Background: an optimization exercise with open tools, aiming at small area. Do not read the settings as production practice. In this exercise RTL edits were held to simulation tests only and were not proved equivalent to the original. The flow treats the clock pin as an ideal source. Dropping or thinning the clock tree relies on that and would not hold on a real chip. Power is estimated from default activity; no workload was simulated.

// nuclear_top
module nuclear_top(
    input clk_100MHz,
    input reset,
    input [11:0] sw,
    output hsync,
    output vsync,
    output [11:0] rgb
);
Settings: LEC_CHECK=0, ABC_AREA=1, CAP_MARGIN=20, CORE_MARGIN=2, CORE_UTILIZATION=40, SLEW_MARGIN=20, BUFFER_PORTS_ARGS=-buffer_cell sky130_fd_sc_hd__buf_1, POST_FLOORPLAN_TCL=/design/flow/flow/downsize.tcl, CTS_ARGS=-sink_clustering_enable -sink_clustering_size 50 -sink_clustering_max_diameter 1000 -repair_clock_nets -dont_use_dummy_load -root_buf sky130_fd_sc_hd__clkbuf_8 -buf_list {sky130_fd_sc_hd__clkbuf_8}; clock period 14.0 ns.
standard.sh (not shown) runs the stock make flow with config.mk's settings and CLKGATE_MAP_FILE= SYNTH_SCRIPT=/design/flow/synth_recipe.tcl, a recipe that flattens the netlist after the stock synthesis.
==> flow/flow/run.sh <==
#!/bin/bash
# Layout flow: the standard ORFS flow (standard.sh), with these changes:
#  - synthesis is the standard flow's script (synth_recipe.tcl) with only ABC's mapping script
#    replaced by flow/map.abc (area-oriented mapping, no buffering or upsizing);
#    the registers, their cells and names are the standard synthesis's: the standard
#    synthesis runs first, and flow/fixnames.py gives any register whose name yosys
#    numbered (rather than naming it after its net) the standard synthesis's name;
#  - port buffers of the smallest buffer cell (buf_1) instead of the default;
#  - after floorplan, every logic cell set to the smallest drive of its kind
#    (the design has ~8 ns of slack; later repair steps size up where needed);
#  - clock tree without dummy loads.
# Every tool's output is in orfs/logs/ (the standard synthesis's in std_logs/);
# make's own output in flow_*.log.
set -euo pipefail
here=$(pwd)
res=$here/orfs/results/$FLOW_PLATFORM/nuclear_top/base
# 1. the standard synthesis, for its register names
bash standard.sh synth > "$here/flow_std_synth.log" 2>&1
cp "$res/1_2_yosys.v" "$here/std_1_2_yosys.v"
cp -r "$here/orfs/logs" "$here/std_logs"
rm -rf "$here/orfs"
# 2. this flow's synthesis, names fixed to the standard ones
sed "s|@ABC_SCRIPT@|$here/flow/map.abc|" flow/synth_tmpl.tcl > "$here/flow_synth.tcl"
cat >> config.mk <<EOC
export BUFFER_PORTS_ARGS = -buffer_cell sky130_fd_sc_hd__buf_1
export POST_FLOORPLAN_TCL = $here/flow/downsize.tcl
export CTS_ARGS = -sink_clustering_enable -sink_clustering_size 50 -sink_clustering_max_diameter 1000 -repair_clock_nets -dont_use_dummy_load -root_buf sky130_fd_sc_hd__clkbuf_8 -buf_list {sky130_fd_sc_hd__clkbuf_8}
EOC
bash standard.sh "SYNTH_SCRIPT=$here/flow_synth.tcl" "$res/1_2_yosys.v" > "$here/flow_synth.log" 2>&1
python3 flow/fixnames.py "$here/std_1_2_yosys.v" "$res/1_2_yosys.v" > "$here/fixnames.log" 2>&1
# 3. the rest of the standard flow
bash standard.sh "SYNTH_SCRIPT=$here/flow_synth.tcl" finish > "$here/flow_make.log" 2>&1
Other scripts of this flow, unchanged in this note and not shown: flow/flow/downsize.tcl, flow/flow/fixnames.py, flow/flow/map.abc, flow/flow/synth_tmpl.tcl
==> next run, changes <==
--- a/flow/flow/run.sh
+++ b/flow/flow/run.sh
@@ -26,3 +26,4 @@
 export POST_FLOORPLAN_TCL = $here/flow/downsize.tcl
-export CTS_ARGS = -sink_clustering_enable -sink_clustering_size 50 -sink_clustering_max_diameter 1000 -repair_clock_nets -dont_use_dummy_load -root_buf sky130_fd_sc_hd__clkbuf_8 -buf_list {sky130_fd_sc_hd__clkbuf_8}
+export CTS_ARGS = -sink_clustering_enable -repair_clock_nets -dont_use_dummy_load
+export POST_CTS_TCL = $here/flow/onebuf.tcl
 EOC
==> flow/flow/onebuf.tcl (new file) <==
# After CTS: hang every register on the clock tree's root buffer and remove the
# leaf buffers under it. The design has ~22 registers close together, which one
# clkbuf_16 drives with a clock-pin slew under the limit; the clock port
# still drives only the root buffer, made a clkbuf_16.
set block [ord::get_db_block]
set clk_net [[$block findBTerm clk_100MHz] getNet]
set root ""
foreach it [$clk_net getITerms] {
  set inst [$it getInst]
  if {[string match "sky130_fd_sc_hd__clkbuf_*" [[$inst getMaster] getName]]} { set root $inst }
}
if {$root eq ""} { error "onebuf: no root clock buffer" }
set root_out [[$root findITerm X] getNet]
set moved 0
set removed 0
foreach it [$root_out getITerms] {
  set inst [$it getInst]
  if {$inst == $root} { continue }
  if {![string match "sky130_fd_sc_hd__clkbuf_*" [[$inst getMaster] getName]]} { continue }
  set leaf_out [[$inst findITerm X] getNet]
  foreach lit [$leaf_out getITerms] {
    if {[$lit getInst] == $inst} { continue }
    $lit disconnect
    $lit connect $root_out
    incr moved
  }
  odb::dbInst_destroy $inst
  odb::dbNet_destroy $leaf_out
  incr removed
}
replace_cell [$root getName] sky130_fd_sc_hd__clkbuf_16
puts "onebuf: removed $removed leaf buffers, moved $moved clock pins to [$root_out getName]"
detailed_placement
check_placement -verbose
estimate_parasitics -placement
report_clock_min_period
Settings changed: CTS_ARGS -sink_clustering_enable -sink_clustering_size 50 -sink_clustering_max_diameter 1000 -repair_clock_nets -dont_use_dummy_load -root_buf sky130_fd_sc_hd__clkbuf_8 -buf_list {sky130_fd_sc_hd__clkbuf_8} to -sink_clustering_enable -repair_clock_nets -dont_use_dummy_load, POST_CTS_TCL from default to /design/flow/flow/onebuf.tcl.
Outcome: The new run went through all stages and came out clean. Synthesized cell count stays the same. Design area goes down by 0.89%. Die area is unchanged. Maximum frequency goes up by 1.8%. Final cell count goes down by 0.69%. Combinational power barely changes. Total power goes down by 7.3%. Setup slack improved by 110 ps.
==> next run, changes <==
--- a/flow/flow/run.sh
+++ b/flow/flow/run.sh
@@ -26,4 +26,3 @@
 export POST_FLOORPLAN_TCL = $here/flow/downsize.tcl
-export CTS_ARGS = -sink_clustering_enable -repair_clock_nets -dont_use_dummy_load
-export POST_CTS_TCL = $here/flow/onebuf.tcl
+export CTS_ARGS = -repair_clock_nets -dont_use_dummy_load -root_buf sky130_fd_sc_hd__clkbuf_8 -buf_list {sky130_fd_sc_hd__clkbuf_8}
 EOC
Settings changed: CTS_ARGS -sink_clustering_enable -repair_clock_nets -dont_use_dummy_load to -repair_clock_nets -dont_use_dummy_load -root_buf sky130_fd_sc_hd__clkbuf_8 -buf_list {sky130_fd_sc_hd__clkbuf_8}, POST_CTS_TCL /design/flow/flow/onebuf.tcl to default.
removed: flow/flow/onebuf.tcl
What happened: Synthesized area does not change; setup slack got worse by 110 ps; fmax is lower by 1.8%.

afterwards: timing with drivers on the ports:
The flow's constraints put no driver on any port. The routed layouts listed below were extracted and timed again, unchanged, in two steps.
Step 1: set_driving_cell puts a clkbuf_16 on clk_100MHz and a buf_2 on each other input, an assumption about the parent block.
Step 2 times the ports against the registers' clock, not the clock port: input delays grow and output delays shrink by t, the midpoint of the rising clock arrivals with the driver on.
Slacks: ideal ports / drivers / drivers and shift; pairs: ideal ports / drivers.
run | shift t [ns] | slack for setup (ns) | hold slack, ns | worst setup path after step 2 | cell pins on the clock port's net
the first run | 0.286 | 7.788 / 7.760 / 8.046 | 0.410 / 0.410 / 0.410 | register to output | 1
the second run | 0.192 | 7.899 / 7.867 / 8.059 | 0.421 / 0.421 / 0.421 | register to output | 1
the third run | 0.286 | 7.788 / 7.760 / 8.046 | 0.410 / 0.410 / 0.410 | register to output | 1
After both steps every run listed still meets setup and hold.
